Background: an optimization exercise with open tools, aiming at a short achievable clock period and few clock cycles. Do not read the settings as production practice. The RTL was checked by simulation tests, not by an equivalence proof against the original design. The flow treats the clock pin as an ideal source, which a real chip does not have. Power figures rest on the tool's default switching activity, not on a simulated workload.

File: flow/config.mk
export PLATFORM = sky130hd
export DESIGN_NAME = SingleCycleProc
export DESIGN_NICKNAME = SingleCycleProc
export VERILOG_FILES = /design/flow/design.v
export SDC_FILE = /design/flow/constraint.sdc
export NUM_CORES = 4
export LEC_CHECK = 0
export ABC_CLOCK_PERIOD_IN_PS = 4000
export CAP_MARGIN = 20
export CORE_MARGIN = 2
export CORE_UTILIZATION = 35
export PLACE_DENSITY = 0.5
export SLEW_MARGIN = 20
File: flow/constraint.sdc
create_clock -name core_clock -period 17.0 [get_ports {CLK}]
set_input_delay 3.4000 -clock core_clock [delete_from_list [all_inputs] [get_ports {CLK}]]
set_output_delay 3.4000 -clock core_clock [all_outputs]
set_load 0.01 [all_outputs]
File: flow/design.v
module SingleCycleControl(IsLd, IsSt, IsAdd, IsSub, IsAnd, IsOrr, IsCBZ, IsB, Opcode);
   input [10:0] Opcode;
   output IsLd, IsSt, IsAdd, IsSub, IsAnd, IsOrr, IsCBZ, IsB;
   assign IsLd  = Opcode == 11'b11111000010;
   assign IsSt  = Opcode == 11'b11111000000;
   assign IsAdd = Opcode == 11'b10001011000;
   assign IsSub = Opcode == 11'b11001011000;
   assign IsAnd = Opcode == 11'b10001010000;
   assign IsOrr = Opcode == 11'b10101010000;
   assign IsCBZ = Opcode[10:3] == 8'b10110100;
   assign IsB   = Opcode[10:5] == 6'b000101;
endmodule
`timescale 1ns / 1ps
module ALUControl(ALUCtrl, ALUop, Opcode); 
  input [1:0] ALUop; 
  input [10:0] Opcode; 
  output reg [3:0] ALUCtrl; 
  always @(*) begin  
    ALUCtrl = 4'b0010;
    case(ALUop)
      2'b00: begin  
        ALUCtrl = 4'b0010;
      end
      2'b01: begin  
        ALUCtrl = 4'b0111;
      end
      2'b10: begin  
        if(Opcode == 11'b10001011000)
          ALUCtrl = 4'b0010;
        else if(Opcode == 11'b11001011000)
          ALUCtrl = 4'b0110;
        else if(Opcode == 11'b10001010000)
          ALUCtrl = 4'b0000;
        else if(Opcode == 11'b10101010000)
          ALUCtrl = 4'b0001;
      end
      default: ;
    endcase
  end
endmodule
`timescale 1ns / 1ps
module ALU(BusW, Zero, BusA, BusB, Cin, Logic, OrSel);
  output [63:0] BusW;
  output        Zero;
  input  [63:0] BusA, BusB;
  input         Cin;      
  input         Logic;    
  input         OrSel;    
  wire [63:0] sum  = BusA + BusB + {63'd0, Cin};
  wire [63:0] land = BusA & BusB;
  wire [63:0] lor  = BusA | BusB;
  assign BusW = Logic ? (OrSel ? lor : land) : sum;
  wire [63:0] p = BusA ^ BusB;
  wire [63:0] c = {BusA[62:0] | BusB[62:0], Cin};
  wire sumZero  = ~|(p ^ c);
  assign Zero = Logic ? (OrSel ? ~|lor : ~|land) : sumZero;
endmodule
`timescale 1ns / 1ps
module NextPClogic(BTarget, CTarget, PCPlus4, CurrentPC, Instr);
  output [63:0] BTarget, CTarget, PCPlus4;
  input  [63:0] CurrentPC;
  input  [31:0] Instr;
  assign PCPlus4 = CurrentPC + 64'd4;
  wire [28:0] blo = {1'b0, CurrentPC[27:0]} + {1'b0, Instr[25:0], 2'b00};
  wire [35:0] bhi  = CurrentPC[63:28];
  wire [35:0] bhi1, bhim;
  IncDec #(36) bid(bhi1, bhim, bhi);
  wire bs = Instr[25];
  assign BTarget = {(bs == blo[28]) ? bhi : (blo[28] ? bhi1 : bhim), blo[27:0]};
  wire [21:0] clo = {1'b0, CurrentPC[20:0]} + {1'b0, Instr[23:5], 2'b00};
  wire [42:0] chi  = CurrentPC[63:21];
  wire [42:0] chi1, chim;
  IncDec #(43) cid(chi1, chim, chi);
  wire cs = Instr[23];
  assign CTarget = {(cs == clo[21]) ? chi : (clo[21] ? chi1 : chim), clo[20:0]};
endmodule
module IncDec(Inc, Dec, X);
  parameter W = 8;
  output [W-1:0] Inc, Dec;
  input  [W-1:0] X;
  wire [W-1:0] ones, zeros;
  PrefixAnd #(W) po(ones, X);
  PrefixAnd #(W) pz(zeros, ~X);
  assign Inc = X ^ {ones[W-2:0], 1'b1};
  assign Dec = X ^ {zeros[W-2:0], 1'b1};
endmodule
module PrefixAnd(P, X);
  parameter W = 8;
  localparam L = (W > 64) ? 7 : (W > 32) ? 6 : (W > 16) ? 5 : (W > 8) ? 4 : (W > 4) ? 3 : (W > 2) ? 2 : 1;
  output [W-1:0] P;
  input  [W-1:0] X;
  wire [(L+1)*W-1:0] s;
  assign s[W-1:0] = X;
  genvar l, i;
  generate
    for (l = 0; l < L; l = l + 1) begin : g_lvl
      for (i = 0; i < W; i = i + 1) begin : g_bit
        if (i >= (1 << l)) begin : g_and
          assign s[(l+1)*W+i] = s[l*W+i] & s[l*W+i-(1<<l)];
        end else begin : g_pass
          assign s[(l+1)*W+i] = s[l*W+i];
        end
      end
    end
  endgenerate
  assign P = s[(L+1)*W-1:L*W];
endmodule
`timescale 1ns / 1ps
module SignExtender(BusImm, Imm32); 
  output reg [63:0] BusImm; 
  input [31:0] Imm32; 
  always @(*) begin
    if (Imm32[31:26] == 6'b000101)
      BusImm = {{38{Imm32[25]}}, Imm32[25:0]};
    else if (Imm32[31:24] == 8'b10110100)
      BusImm = {{45{Imm32[23]}}, Imm32[23:5]};
    else
      BusImm = {{55{Imm32[20]}}, Imm32[20:12]};
  end
endmodule
`timescale 1ns / 1ps
module RegisterFile(BusA, BusB, BusC, ZeroC, OneA, OneB, BusW, ZeroW, OneW, RA, RB, RC, RW, RegWr, Clk);
  output [63:0] BusA;
  output [63:0] BusB;
  output [63:0] BusC;
  output        ZeroC;
  output        OneA, OneB;
  input  [63:0] BusW;
  input         ZeroW;
  input         OneW;
  input  [4:0]  RA;
  input  [4:0]  RB;
  input  [4:0]  RC;
  input  [4:0]  RW;
  input         RegWr;
  input         Clk;
  reg [63:0] registers [30:0];
  reg [30:0] zflags;
  reg [30:0] oflags;
  assign BusA  = (RA == 5'd31) ? 64'd0 : registers[RA];
  assign BusB  = (RB == 5'd31) ? 64'd0 : registers[RB];
  assign BusC  = (RC == 5'd31) ? 64'd0 : registers[RC];
  assign ZeroC = (RC == 5'd31) ? 1'b1  : zflags[RC];
  assign OneA  = (RA == 5'd31) ? 1'b0  : oflags[RA];
  assign OneB  = (RB == 5'd31) ? 1'b0  : oflags[RB];
  always @(posedge Clk)
    if (RegWr && RW != 5'd31) begin
      registers[RW] <= BusW;
      zflags[RW]    <= ZeroW;
      oflags[RW]    <= OneW;
    end
endmodule
module SingleCycleProc(CLK, Reset_L, startPC, currentPC, instruction, dMemAddr, dMemWriteData, dMemWrite, dMemOut);
   input CLK;
   input Reset_L;
   input [63:0] startPC;
   output [63:0] currentPC;
   input [31:0] instruction;    
   output [63:0] dMemAddr;      
   output [63:0] dMemWriteData;
   output 	 dMemWrite;
   input [63:0]  dMemOut;       
   reg [63:0] pcF;
   reg        xValid;           
   reg        xFold;            
   reg        xWr;              
   reg        xLd;
   reg        xStore;           
   reg        xCin, xLogic, xOr;
   reg [4:0]  xRd;
   reg [63:0] xA, xB, xSD;      
   reg [8:0]  xALo;             
   reg [54:0] xAHi;             
   reg [54:0] xAOnes, xAZeros;
   reg        xAInc, xADec;     
   reg        btbV;             
   reg [61:0] btbPC, btbTgt;
   reg        cbzV;             
   reg [61:0] cbzPC, cbzPC1;    
   reg [61:0] cbzTgt;
   reg [4:0]  cbzRt;
   assign currentPC = pcF;
   wire [4:0] rm = instruction[20:16];
   wire [4:0] rn = instruction[9:5];
   wire [4:0] rt = instruction[4:0];
   wire isLd, isSt, isAdd, isSub, isAnd, isOrr, isCBZ, isB;
   SingleCycleControl control(isLd, isSt, isAdd, isSub, isAnd, isOrr, isCBZ, isB, instruction[31:21]);
   wire isR = isAdd | isSub | isAnd | isOrr;
   wire [63:0] aluRes;
   wire        aluZero;
   ALU mainALU(aluRes, aluZero, xA, xB, xCin, xLogic, xOr);
   wire [63:0] wData = xLd ? dMemOut : aluRes;
   wire        wZero = xLd ? ~|dMemOut : aluZero;
   wire        wOne  = xLd ? (dMemOut == 64'd1) : (aluRes == 64'd1);
   wire        wEn   = xValid & xWr & Reset_L;
   assign dMemAddr = {xAHi ^ (({xAOnes[53:0], 1'b1} & {55{xAInc}}) |
                              ({xAZeros[53:0], 1'b1} & {55{xADec}})), xALo};
   assign dMemWriteData = xSD;
   assign dMemWrite     = xStore & Reset_L;
   wire [63:0] rfA, rfB, rfC;
   wire        rfCZero;
   wire        rfOneA, rfOneB;
   RegisterFile registers(rfA, rfB, rfC, rfCZero, rfOneA, rfOneB, wData, wZero, wOne, rn, rm, rt, xRd, wEn, CLK);
   wire fwd  = xValid & xWr;
   wire fwdA = fwd & (xRd == rn);
   wire fwdB = fwd & (xRd == rm);
   wire fwdC = fwd & (xRd == rt);
   wire [63:0] valA = fwdA ? wData : rfA;
   wire [63:0] valB = fwdB ? wData : rfB;
   wire [63:0] valC = fwdC ? wData : rfC;
   wire        zeroC = fwdC ? wZero : rfCZero;
   wire        oneA  = fwdA ? wOne : rfOneA;
   wire        oneB  = fwdB ? wOne : rfOneB;
   wire [8:0]  imm9 = instruction[20:12];
   wire [9:0]  aLo  = {1'b0, valA[8:0]} + {1'b0, imm9};
   wire [54:0] aHi  = valA[63:9];
   wire [54:0] aOnes, aZeros;
   PrefixAnd #(55) apo(aOnes, aHi);
   PrefixAnd #(55) apz(aZeros, ~aHi);
   wire aInc = aLo[9] & ~imm9[8];    
   wire aDec = ~aLo[9] & imm9[8];    
   wire [63:0] bTarget, cTarget, pcPlus4;
   NextPClogic next(bTarget, cTarget, pcPlus4, pcF, instruction);
   wire cbzTaken = isCBZ & zeroC;
   wire btbHit = Reset_L & btbV & (pcPlus4[63:2] == btbPC);
   wire [63:0] fallPC = btbHit ? {btbTgt, 2'b00} : pcPlus4;
   wire cHit = Reset_L & cbzV & (pcPlus4[63:2] == cbzPC) & isR & (rt == cbzRt);
   wire [61:0] cFall = (btbV & (btbPC == cbzPC1)) ? btbTgt : cbzPC1;
   wire subKnown  = isSub & (oneA | oneB);
   wire foldTaken = cHit & isSub & oneA & oneB;
   wire foldMiss  = Reset_L & xValid & xFold & aluZero;
   wire capture = (pcF == startPC);
   wire runF    = Reset_L | capture;
   wire [63:0] seqPC  = cHit ? {cFall, 2'b00} : fallPC;
   wire [63:0] nextPC = isB ? bTarget : (cbzTaken ? cTarget : seqPC);
   wire [63:0] pcD    = (foldMiss | foldTaken) ? {cbzTgt, 2'b00} : (runF ? nextPC : startPC);
   always @(posedge CLK) begin
      pcF    <= pcD;
      xValid <= runF & ~foldMiss;
      xFold  <= cHit & ~subKnown;
      xWr    <= (isR | isLd) & (rt != 5'd31);
      xLd    <= isLd;
      xStore <= runF & ~foldMiss & isSt;
      xCin   <= isSub;
      xLogic <= isAnd | isOrr;
      xOr    <= isOrr;
      xRd    <= rt;
      xA     <= valA;
      xB     <= isSub ? ~valB : valB;
      xALo    <= aLo[8:0];
      xAHi    <= aHi;
      xAOnes  <= aOnes;
      xAZeros <= aZeros;
      xAInc   <= aInc;
      xADec   <= aDec;
      xSD    <= valC;
      if (!Reset_L)
        cbzV <= 1'b0;
      else if (isCBZ & (rt != 5'd31)) begin
        cbzV   <= 1'b1;
        cbzPC  <= pcF[63:2];
        cbzPC1 <= pcPlus4[63:2];
        cbzTgt <= cTarget[63:2];
        cbzRt  <= rt;
      end
      if (!Reset_L)
        btbV <= 1'b0;
      else if (isB) begin
        btbV   <= 1'b1;
        btbPC  <= pcF[63:2];
        btbTgt <= bTarget[63:2];
      end
   end
endmodule
File: flow/flow/run.sh
#!/bin/bash
# The standard layout (the standard.sh: unchanged synthesis and steps,
# the design's clock period and constraints in constraint.sdc), with these
# changes to how the layout is optimised:
#  - MATCH_CELL_FOOTPRINT 0: the resizer may swap a cell for one with another
#    footprint (the port buffers ORFS inserts are clkdlybuf4s50_1 cells,
#    which otherwise can only be resized within their own footprint);
#  - POST_CTS_TCL flow/eco.tcl: after CTS, the AND gate that drives
#    dMemWrite's output buffer takes Reset_L straight from its input buffer
#    (see eco.tcl).
# Each tool's full output is in the ORFS logs under orfs/logs; make's own
# output goes to standard_flow.log.
set -euo pipefail
bash standard.sh SETUP_SLACK_MARGIN=10.5 MATCH_CELL_FOOTPRINT=0 POST_CTS_TCL="$PWD/flow/eco.tcl" finish > standard_flow.log 2>&1
File: flow/flow/eco.tcl
# Run by ORFS at the end of CTS (POST_CTS_TCL). The Reset_L -> dMemWrite
# path (input buffer, the AND gate that blocks stores during reset, output
# buffer) is the design's critical path; ORFS's buffer tree for Reset_L's
# fanout puts extra buffers in it. This connects the AND gate's Reset_L
# input straight to Reset_L's input buffer. The logic is unchanged: only
# buffers are bypassed.
proc eco_reset_path {} {
  set block [ord::get_db_block]
  set rnet [$block findNet Reset_L]
  if {$rnet eq "NULL"} { puts "ECO: no Reset_L net"; return }
  set inbuf ""
  foreach it [$rnet getITerms] { if {[$it isInputSignal]} { set inbuf [$it getInst] } }
  if {$inbuf eq ""} { puts "ECO: no Reset_L input buffer"; return }
  set rbuf_net ""
  foreach it [$inbuf getITerms] { if {[$it isOutputSignal]} { set rbuf_net [$it getNet] } }
  if {$rbuf_net eq "" || $rbuf_net eq "NULL"} { puts "ECO: input buffer has no output net"; return }
  set onet [$block findNet dMemWrite]
  if {$onet eq "NULL"} { puts "ECO: no dMemWrite net"; return }
  set obuf ""
  foreach it [$onet getITerms] { if {[$it isOutputSignal]} { set obuf [$it getInst] } }
  if {$obuf eq ""} { puts "ECO: no dMemWrite output buffer"; return }
  set gnet ""
  foreach it [$obuf getITerms] { if {[$it isInputSignal]} { set gnet [$it getNet] } }
  if {$gnet eq "" || $gnet eq "NULL"} { puts "ECO: output buffer has no input net"; return }
  set gate ""
  foreach it [$gnet getITerms] { if {[$it isOutputSignal]} { set gate [$it getInst] } }
  if {$gate eq ""} { puts "ECO: no gate before the output buffer"; return }
  puts "ECO: inbuf [$inbuf getName] ([[$inbuf getMaster] getName]); gate [$gate getName] ([[$gate getMaster] getName]); obuf [$obuf getName]"
  foreach it [$gate getITerms] {
    if {![$it isInputSignal]} continue
    set n [$it getNet]
    set hops 0
    while {$n ne "" && $n ne "NULL" && [$n getName] ne [$rbuf_net getName] && $hops < 6} {
      set drv ""
      foreach d [$n getITerms] { if {[$d isOutputSignal]} { set drv [$d getInst] } }
      if {$drv eq ""} break
      set m [[$drv getMaster] getName]
      if {![regexp {__(buf|clkbuf)_[0-9]+$} $m]} break
      set nn ""
      foreach d [$drv getITerms] { if {[$d isInputSignal]} { set nn [$d getNet] } }
      set n $nn
      incr hops
    }
    if {$n ne "" && $n ne "NULL" && [$n getName] eq [$rbuf_net getName] && $hops > 0} {
      puts "ECO: reconnect [$gate getName]/[[$it getMTerm] getName] from [[$it getNet] getName] to [$rbuf_net getName] ($hops buffers skipped)"
      $it disconnect
      $it connect $rbuf_net
    }
  }
}
eco_reset_path
File: flow/standard.sh
#!/bin/bash
# synth_recipe.tcl (not shown) runs the flow's synth.tcl, then flattens the netlist and writes it again
# the make line also repeats each setting of config.mk as NAME=value (left out here)
make -C /OpenROAD-flow-scripts/flow DESIGN_CONFIG=/design/flow/config.mk WORK_HOME=/design/flow/orfs CLKGATE_MAP_FILE= SYNTH_SCRIPT=/design/flow/synth_recipe.tcl "${@:-finish}"
==> metrics.md, run 1 <==
| Metric | Value |
|---|---|
| Fraction of layout cells with a size suffix above 1 | `27.0%` |
| Area leader, netlist | `edfxtp_1` |
| Worst Tran Pin Value | `1.36 ns` |
| Fillers | `40.8k` |
| First-pass GRT wire length | `1,020,000 um` |
| Crit end category | `output pin` |
| Vias in the first global route | `117k` |
| Post-synthesis area per instance | `13.8 um2` |
| Peak Freq | `139 MHz` |
| CTS Sinks | `2,750` |
| Routability Congestion | `0.974` |
| Drt pass-1 iters | `6` |
| Fin crit period | `7.17 ns` |
| FF+latch area | `78,700 um2` |
| Mapped Area | `157,000 um2` |
| Most numerous cell in the Yosys netlist | `edfxtp_1` |
| Worst clock skew | `0.104 ns` |
| Starting DRT DRC Count | `19.5k` |
| Post-synth top cells | `edfxtp_1 (2,361), mux4_2 (1,427), mux2i_1 (764), nand2_1 (743), o21ai_0 (532)` |
| Final hold violations | `0` |
| HPWL after DPL | `470,000 um` |
| Synthesis-stage register bit count | `2,750` |
| Crit-path max FO | `3` |
| Startpoint types | `input port` |
| Final WL | `767,000 um` |
| Final Instance Area | `187,000 um2` |
| ANT nets after route | `0` |
| Synth top area share | `45.1%` |
| PD cells | `110 nW/um2` |
| Worst setup margin | `9.83 ns` |
| Fin nets | `12.2k` |
| Unique masters post-synth | `110` |
| Initial antenna violation count | `65` |
| IO Pins | `355` |
| DR vias/cell | `6.71` |
| DP Area | `169,000 um2` |
| Critical Path RT | `13.60 ns` |
| Die footprint | `455,000 um2` |
| Max Slew Vio Count | `0` |
| Total grt overflow | `0` |
| Tot GR Track Use | `32.5%` |
| Syn Nets | `11.7k` |
| Post-synth ARST share | `0%` |
| RSZ-0062 raised after global routing | `yes` |
| Register area share after synthesis | `50.0%` |
| Top cells by area, synth | `edfxtp_1 (45%), mux4_2 (20%), dfxtp_1 (5.0%), mux2i_1 (4.9%), xnor2_1 (2.1%)` |
| Maxcap violations | `0` |
| Post-synth EDFFs | `2,361` |
| FP Rows | `246` |
| Clock latency (worst-skew pair) | `1.01 ns` |
| Overall die width | `674 um` |
| HP Class | `reg -> reg` |
| DRC Markers | `0` |
| Area of the multi-input gates | `76,100 um2` |
| Fin cells | `18.1k` |
| Syn. warnings | `2` |
| Largest net degree at the start of global routing | `73` |
| Maximum VDD drop | `0.0752 mV` |
| Cells after DPL | `17.2k` |
| DIE HEIGHT | `674 um` |
| Static Leak | `0.0626 uW` |
| CTS tree | `built` |
| P&R area growth vs syn | `18.8%` |
| CTS clk-pin slew, worst paths | `0.06 ns` |
| Status | `finished clean` |
| Critical path class | `in -> out` |
| Setup Viol. Count Final | `0` |
| Rel. slew slack | `9.22%` |
| Fin crit share | `42.2%` |
| Placement Setup Slack | `6.44 ns` |
| Crit path DAT | `3.77 ns` |
| Top_reg_cell synth | `edfxtp_1` |
| DR vias | `122k` |
| Setup TNS Final | `0 ns` |
| WL/cell | `42.3 um` |
| Initial Util | `35.1%` |
| Synth Instances | `11.4k` |
| Buffers on Ports | `354` |
| CORE AREA | `448,000 um2` |
per-layer routing:
| metal | vias to the layer above | part of all wire, % | GRT usage [%] | wire length (um) |
|---|---|---|---|---|
| li1 | 46900 | - | - | - |
| met1 | 63500 | 38 | 42.8 | 288000 |
| met2 | 9481 | 44 | 48.7 | 335000 |
| met3 | 1815 | 12 | 9.48 | 95800 |
| met4 | 28 | 6.2 | 16.6 | 47300 |
| met5 | - | 0.045 | 0 | 342 |
cells by family after synthesis:
family / count (synthesis) / synth area share (%)
adder cells (fa/ha/maj): 193 / 1.56
flip-flops: 2750 / 50.0
buffers and inverters: 1279 / 3.44
AND/OR/NAND/NOR: 2138 / 6.64
AO/OA/AOI/OAI: 2100 / 8.83
multiplexers: 2298 / 26.1
XOR/XNOR: 605 / 3.40
worst max-delay path, stage by stage:
cell and delay [ns]:
buf_16 0.11, and2_4 0.15, buf_6 0.11
sequential cells by signal, summed over array words and instances, names as in the netlist, 31 cells and up, named ones only:
| name | count |
|---|---|
| btbPC | 62 |
| btbTgt | 62 |
| cbzPC | 62 |
| cbzPC1 | 62 |
| cbzTgt | 62 |
| pcF | 62 |
| registers.oflags | 31 |
| registers.registers | 1984 |
| registers.zflags | 31 |
| xAHi | 53 |
| xAOnes | 54 |
| xAZeros | 54 |
| xB | 64 |
| xSD | 64 |
layout make-up:
type / count / area share (%)
clock buffers: 409 / 4.82
diodes: 41 / 0.0549
repair buffers: 1042 / 6.29
repair inverters: 17 / 0.0522
inverters: 388 / 0.861
well taps: 5952 / 3.99
multi-input cells: 7341 / 40.7
clock inverters: 191 / 1.05
flip-flops and latches: 2750 / 42.1
final timing paths:
kind                                         from                 to  slack [ns]  cells after the start
worst min-delay path            cbzV$_SDFFE_PN0P_  cbzV$_SDFFE_PN0P_        0.46                      1
worst max-delay path                      Reset_L          dMemWrite        9.83                      3
worst min register to register  cbzV$_SDFFE_PN0P_  cbzV$_SDFFE_PN0P_        0.46                      1
worst max register to register    pcF[25]$_DFF_P_    pcF[13]$_DFF_P_       10.45                     17
cells in the final DEF (no fill, tap or decap), drive strengths merged, types with 48 or more instances in the layout:
master         instances
edfxtp              2361
mux4                1429
mux2i                764
nand2                744
buf                  645
o21ai                542
clkbuf               478
nor2                 447
inv                  395
dfxtp                389
xnor2                383
a21oi                357
clkdlybuf4s50        301
a22oi                221
xor2                 218
o211ai               192
ha                   187
nand4                164
nand3                145
nor4                 142
o22ai                140
nor3                 128
clkinv               122
a221oi               109
mux2                 105
a31oi                 59
and3                  58
a21o                  56
and2                  56
a211oi                53
clkinvlp              48
per-stage QoR:
step / utilization [%] / hold slack, ns / total power, uW
2_1_floorplan: - / 0.426 / 10500
3_3_place_gp: 37.6 / 0.444 / 12600
3_5_place_dp: 37.7 / 0.452 / 12700
5_1_grt: 41.7 / 0.479 / 20900
6_report: 41.7 / 0.459 / 20500
where the power goes:
group | total, uW | switching [uW] | internal, uW
logic | 4870 | 3440 | 1430
clock network | 7360 | 3110 | 4250
registers | 8230 | 102 | 8120
total | 20500 | 6650 | 13800
Testbench counts, summed over its fixed seeds: cycles 46,746.
==> run 2: changes to the inputs <==
--- a/flow/design.v
+++ b/flow/design.v
@@ -120,13 +120,11 @@
 endmodule
 `timescale 1ns / 1ps
-module RegisterFile(BusA, BusB, BusC, ZeroC, OneA, OneB, BusW, ZeroW, OneW, RA, RB, RC, RW, RegWr, Clk);
+module RegisterFile(BusA, BusB, BusC, ZeroC, BusW, ZeroW, RA, RB, RC, RW, RegWr, Clk);
   output [63:0] BusA;
   output [63:0] BusB;
   output [63:0] BusC;
   output        ZeroC;
-  output        OneA, OneB;
   input  [63:0] BusW;
   input         ZeroW;
-  input         OneW;
   input  [4:0]  RA;
   input  [4:0]  RB;
@@ -137,16 +135,12 @@
   reg [63:0] registers [30:0];
   reg [30:0] zflags;
-  reg [30:0] oflags;
   assign BusA  = (RA == 5'd31) ? 64'd0 : registers[RA];
   assign BusB  = (RB == 5'd31) ? 64'd0 : registers[RB];
   assign BusC  = (RC == 5'd31) ? 64'd0 : registers[RC];
   assign ZeroC = (RC == 5'd31) ? 1'b1  : zflags[RC];
-  assign OneA  = (RA == 5'd31) ? 1'b0  : oflags[RA];
-  assign OneB  = (RB == 5'd31) ? 1'b0  : oflags[RB];
   always @(posedge Clk)
     if (RegWr && RW != 5'd31) begin
       registers[RW] <= BusW;
       zflags[RW]    <= ZeroW;
-      oflags[RW]    <= OneW;
     end
 endmodule
@@ -163,5 +157,4 @@
    reg [63:0] pcF;
    reg        xValid;           
-   reg        xFold;            
    reg        xWr;              
    reg        xLd;
@@ -174,10 +167,4 @@
    reg [54:0] xAOnes, xAZeros;
    reg        xAInc, xADec;     
-   reg        btbV;             
-   reg [61:0] btbPC, btbTgt;
-   reg        cbzV;             
-   reg [61:0] cbzPC, cbzPC1;    
-   reg [61:0] cbzTgt;
-   reg [4:0]  cbzRt;
    assign currentPC = pcF;
    wire [4:0] rm = instruction[20:16];
@@ -192,5 +179,4 @@
    wire [63:0] wData = xLd ? dMemOut : aluRes;
    wire        wZero = xLd ? ~|dMemOut : aluZero;
-   wire        wOne  = xLd ? (dMemOut == 64'd1) : (aluRes == 64'd1);
    wire        wEn   = xValid & xWr & Reset_L;
    assign dMemAddr = {xAHi ^ (({xAOnes[53:0], 1'b1} & {55{xAInc}}) |
@@ -200,6 +186,5 @@
    wire [63:0] rfA, rfB, rfC;
    wire        rfCZero;
-   wire        rfOneA, rfOneB;
-   RegisterFile registers(rfA, rfB, rfC, rfCZero, rfOneA, rfOneB, wData, wZero, wOne, rn, rm, rt, xRd, wEn, CLK);
+   RegisterFile registers(rfA, rfB, rfC, rfCZero, wData, wZero, rn, rm, rt, xRd, wEn, CLK);
    wire fwd  = xValid & xWr;
    wire fwdA = fwd & (xRd == rn);
@@ -210,6 +195,4 @@
    wire [63:0] valC = fwdC ? wData : rfC;
    wire        zeroC = fwdC ? wZero : rfCZero;
-   wire        oneA  = fwdA ? wOne : rfOneA;
-   wire        oneB  = fwdB ? wOne : rfOneB;
    wire [8:0]  imm9 = instruction[20:12];
    wire [9:0]  aLo  = {1'b0, valA[8:0]} + {1'b0, imm9};
@@ -223,23 +206,14 @@
    NextPClogic next(bTarget, cTarget, pcPlus4, pcF, instruction);
    wire cbzTaken = isCBZ & zeroC;
-   wire btbHit = Reset_L & btbV & (pcPlus4[63:2] == btbPC);
-   wire [63:0] fallPC = btbHit ? {btbTgt, 2'b00} : pcPlus4;
-   wire cHit = Reset_L & cbzV & (pcPlus4[63:2] == cbzPC) & isR & (rt == cbzRt);
-   wire [61:0] cFall = (btbV & (btbPC == cbzPC1)) ? btbTgt : cbzPC1;
-   wire subKnown  = isSub & (oneA | oneB);
-   wire foldTaken = cHit & isSub & oneA & oneB;
-   wire foldMiss  = Reset_L & xValid & xFold & aluZero;
    wire capture = (pcF == startPC);
    wire runF    = Reset_L | capture;
-   wire [63:0] seqPC  = cHit ? {cFall, 2'b00} : fallPC;
-   wire [63:0] nextPC = isB ? bTarget : (cbzTaken ? cTarget : seqPC);
-   wire [63:0] pcD    = (foldMiss | foldTaken) ? {cbzTgt, 2'b00} : (runF ? nextPC : startPC);
+   wire [63:0] nextPC = isB ? bTarget : (cbzTaken ? cTarget : pcPlus4);
+   wire [63:0] pcD    = runF ? nextPC : startPC;
    always @(posedge CLK) begin
       pcF    <= pcD;
-      xValid <= runF & ~foldMiss;
-      xFold  <= cHit & ~subKnown;
+      xValid <= runF;
       xWr    <= (isR | isLd) & (rt != 5'd31);
       xLd    <= isLd;
-      xStore <= runF & ~foldMiss & isSt;
+      xStore <= runF & isSt;
       xCin   <= isSub;
       xLogic <= isAnd | isOrr;
@@ -255,20 +229,4 @@
       xADec   <= aDec;
       xSD    <= valC;
-      if (!Reset_L)
-        cbzV <= 1'b0;
-      else if (isCBZ & (rt != 5'd31)) begin
-        cbzV   <= 1'b1;
-        cbzPC  <= pcF[63:2];
-        cbzPC1 <= pcPlus4[63:2];
-        cbzTgt <= cTarget[63:2];
-        cbzRt  <= rt;
-      end
-      if (!Reset_L)
-        btbV <= 1'b0;
-      else if (isB) begin
-        btbV   <= 1'b1;
-        btbPC  <= pcF[63:2];
-        btbTgt <= bTarget[63:2];
-      end
    end
 endmodule
==> run 2 against run 1 <==
Highest routed layer unchanged. Utilization is 0.52 points lower. Worst setup slack better by 0.0038 ns. Via count is 15% lower. Total power is 15% lower. Sequential cell count is 349 lower. Area after synthesis is 12% lower. Sequential power is 11% lower. Sequential share of layout area hardly changed. Fmax hardly changed.
==> metrics.md, run 2 <==
| Metric | Value |
|---|---|
| Post-synthesis compound-gate area fraction | `8.00% (-0.84 points)` |
| DP Area | `149,000 um2 (-12%)` |
| Max reg flops | `1,984 (unchanged)` |
| PD cells | `107 nW/um2 (-2.4%)` |
| HP Class | `reg -> reg` |
| Maximum VDD drop | `0.0721 mV (-4.2%)` |
| Clock latency (worst-skew pair) | `0.98 ns (-0.03 ns)` |
| Startpoint types | `input port` |
| DR vias/cell | `6.69 (-0.34%)` |
| Syn Nets | `10.1k (-14%)` |
| RSZ-0062 raised after global routing | `yes` |
| Top_reg_cell synth | `edfxtp_1` |
| Overall die width | `634 um (-5.9%)` |
| Top cells by area, synth | `edfxtp_1 (44%), mux4_2 (25%), dfxtp_1 (4.9%), mux2i_1 (4.1%), nand2_1 (1.7%)` |
| Crit end category | `output pin` |
| CTS Sinks | `2,401 (-13%)` |
| Fraction of layout cells with a size suffix above 1 | `27.1% (+0.13 points)` |
| DIE HEIGHT | `634 um (-5.9%)` |
| Peak Freq | `140 MHz (about the same)` |
| Rel. slew slack | `16.1% (+6.9 points)` |
| Critical Path RT | `13.60 ns (about the same)` |
| Adder-Cell Fraction of Synth Area | `1.75% (+0.20 points)` |
| Synth Instances | `9,710 (-15%)` |
| Worst setup margin | `9.83 ns (+0.00385 ns)` |
| Slowest CP cell | `and2_4` |
| Fin nets | `10.4k (-15%)` |
| Mapped Area | `139,000 um2 (-12%)` |
| Fin crit period | `7.17 ns (-0.00385 ns)` |
| Drt pass-1 iters | `7 (+1)` |
| Area leader, netlist | `edfxtp_1` |
| Most numerous cell in the Yosys netlist | `edfxtp_1` |
| Maxcap violations | `0 (unchanged)` |
| Xor/xnor cell area share of the yosys netlist | `2.34% (-1.1 points)` |
| Fin crit share | `42.2% (about the same)` |
| Initial antenna violation count | `54 (-17%)` |
| Final WL | `630,000 um (-18%)` |
| Simple-gate portion of the synthesized area | `6.20% (-0.44 points)` |
| Post-synth top cells | `edfxtp_1 (2,060), mux4_2 (1,516), nand2_1 (645), mux2i_1 (573), clkbuf_1 (492)` |
| P&R area growth vs syn | `17.1%` |
| WL/cell | `40.6 um (-4.1%)` |
| Biggest register | `registers.registers` |
| Post-synth ARST share | `0% (unchanged)` |
| CTS clk-pin slew, worst paths | `0.05 ns (about the same)` |
| Placement Setup Slack | `6.98 ns (+0.541 ns)` |
| Worst clock skew | `0.0789 ns (-0.0251 ns)` |
| Combinational family with the most area after synthesis | `multiplexers` |
| DR vias | `104k (-15%)` |
| Post-synthesis area per instance | `14.3 um2 (+3.5%)` |
| Max Slew Vio Count | `0 (unchanged)` |
| Worst Tran Pin Value | `1.24 ns (-0.112 ns)` |
| Initial Util | `35.1% (+0.058 points)` |
| Setup Viol. Count Final | `0 (unchanged)` |
| Static Leak | `0.0547 uW (-13%)` |
| Status | `finished clean` |
| Fin cells | `15.5k (-14%)` |
| Critical path class | `in -> out` |
| Share of synthesized area spent on multiplexers | `29.1% (+3.0 points)` |
| Worst-path cell chain | `buf_12 > and2_4 > buf_6` |
| Setup TNS Final | `0 ns (unchanged)` |
| Synth top area share | `44.5% (-0.61 points)` |
| Unique masters post-synth | `106 (-3.6%)` |
| Starting DRT DRC Count | `15.7k (-20%)` |
| Syn. warnings | `2 (unchanged)` |
| Die footprint | `402,000 um2 (-11%)` |
| CTS tree | `built` |
| Vias in the first global route | `99.8k (-14%)` |
| Commonest non-fill, non-tap cell in the layout | `edfxtp_1` |
| Routability Congestion | `1.00 (+3.2%)` |
| Buffers on Ports | `354 (unchanged)` |
| Commonest cells after routing, fill and taps aside | `edfxtp_1 (2,060), mux4_2 (1,516), nand2_1 (633), mux2i_1 (560), o21ai_0 (412)` |
| Crit-path max FO | `3 (unchanged)` |
| Crit path DAT | `3.77 ns (about the same)` |
| FP Rows | `231 (-6.1%)` |
| Total grt overflow | `0 (unchanged)` |
| ANT nets after route | `0 (unchanged)` |
| Largest net degree at the start of global routing | `114 (+56%)` |
| First-pass GRT wire length | `850,000 um (-17%)` |
| IO Pins | `355 (unchanged)` |
| Post-synth EDFFs | `2,060 (-13%)` |
| Tot GR Track Use | `30.5% (-2.1 points)` |
| Largest stage delay on the critical path | `0.15 ns (about the same)` |
| Synthesis-stage register bit count | `2,401 (-13%)` |
| Cells after DPL | `14.8k (-14%)` |
| CORE AREA | `396,000 um2 (-12%)` |
| DRC Markers | `0 (unchanged)` |
| Final hold violations | `0 (unchanged)` |
| Register area share after synthesis | `49.4% (-0.65 points)` |
| Final Instance Area | `163,000 um2 (-13%)` |
| HPWL after DPL | `384,000 um (-18%)` |
[run 2: cell count changes after synthesis, sizes merged, moves of 107 or more]
| cell | change |
|---|---|
| xnor2 | -167 |
| o211ai | -107 |
| buf | -112 |
| a22oi | -141 |
| mux2i | -191 |
| edfxtp | -301 |
[run 2: final cells by class]
cell class,count,area (um2)
fillers,35900,233000
flip-flops and latches,2401,68700
multi-input cells,6228,67700
repair buffers,797,9260
clock buffers,375,7840
well taps,5242,6560
clock inverters,153,1530
inverters,305,1210
diodes,21,52.6
repair inverters,4,26.3
[run 2: report_power, final]
part	switching, uW	internal [uW]
Clock	2680	3600
Sequential	149	7150
Combinational	2630	1200
Total	5460	12000
[run 2: metrics by stage]
step           power, uW  hold WS [ns]  util (%)
5_1_grt            17900         0.596      41.2
6_report           17400         0.550      41.2
2_1_floorplan       9340         0.514         -
3_5_place_dp       11000         0.540      37.7
3_3_place_gp       10900         0.537      37.7
[run 2: final timing paths]
kind / startpoint / end / slack (ns) / depth (start not counted)
setup reg to reg: xAHi[1]$_DFF_P_ / xAZeros[45]$_DFF_P_ / 10.39 / 15
hold / removal: registers.zflags[19]$_DFFE_PP_ / registers.zflags[19]$_DFFE_PP_ / 0.55 / 2
hold reg to reg: registers.zflags[19]$_DFFE_PP_ / registers.zflags[19]$_DFFE_PP_ / 0.55 / 2
setup / recovery: Reset_L / dMemWrite / 9.83 / 3
[run 2: logic make-up (layout without fill, tap and decap cells)]
logic type / after synthesis / after routing
muxes: 2144 / 2144
other: 0 / 21
DFF: 2401 / 2401
xor gates and xnor gates: 371 / 371
buffers and inverters: 1084 / 1634
adders and majority gates: 192 / 192
AOI/OAI and AO/OA: 1725 / 1725
and+or+nand+nor: 1793 / 1796
[run 2: worst max-delay path, delay by kind of cell]
family	cells	cell delay, ns
buffers and inverters	2	0.22
AND/OR/NAND/NOR	1	0.15
[run 2: layer usage]
layer | up-vias | wire, um | GRT usage, %
li1 | 40400 | - | -
met1 | 54500 | 246000 | 41.3
met2 | 7532 | 277000 | 46.1
met3 | 1448 | 71400 | 7.29
met4 | 52 | 34900 | 14.3
met5 | - | 341 | 0
Testbench counts of run 2, summed over its fixed seeds: cycles 51,124.

-- what the ideal ports hide --
In the flow no input, the clock included, has a driving cell. The finished layouts below were timed again as built, in two steps.
Step 1 sets driving cells, clkbuf_16 on the clock port and buf_2 on the other inputs (assumed; they add their load-dependent delay and slew).
Step 2 moves the port delays by t, midway between the first and last clock arrival at a register: inputs arrive t later, outputs are due t later. That takes back most of the time a late clock gives input paths.
Slacks: no drivers / after step 1 / after step 2; pairs: no drivers / after step 1.
run | t, ns | slack for setup (ns) | latest minus earliest clock arrival (ns) | slew at the worst register clock pin (ns)
run 1 | 1.073 | 9.829 / 9.768 / 8.830 | 0.104 / 0.105 | 0.08 / 0.08
run 2 | 1.046 | 9.833 / 9.780 / 8.830 | 0.079 / 0.079 | 0.07 / 0.07
After both steps every run listed still meets setup and hold. The setup slack of run 2, which loses most, moves by -0.053 ns with the drivers and by -1.003 ns with both steps.
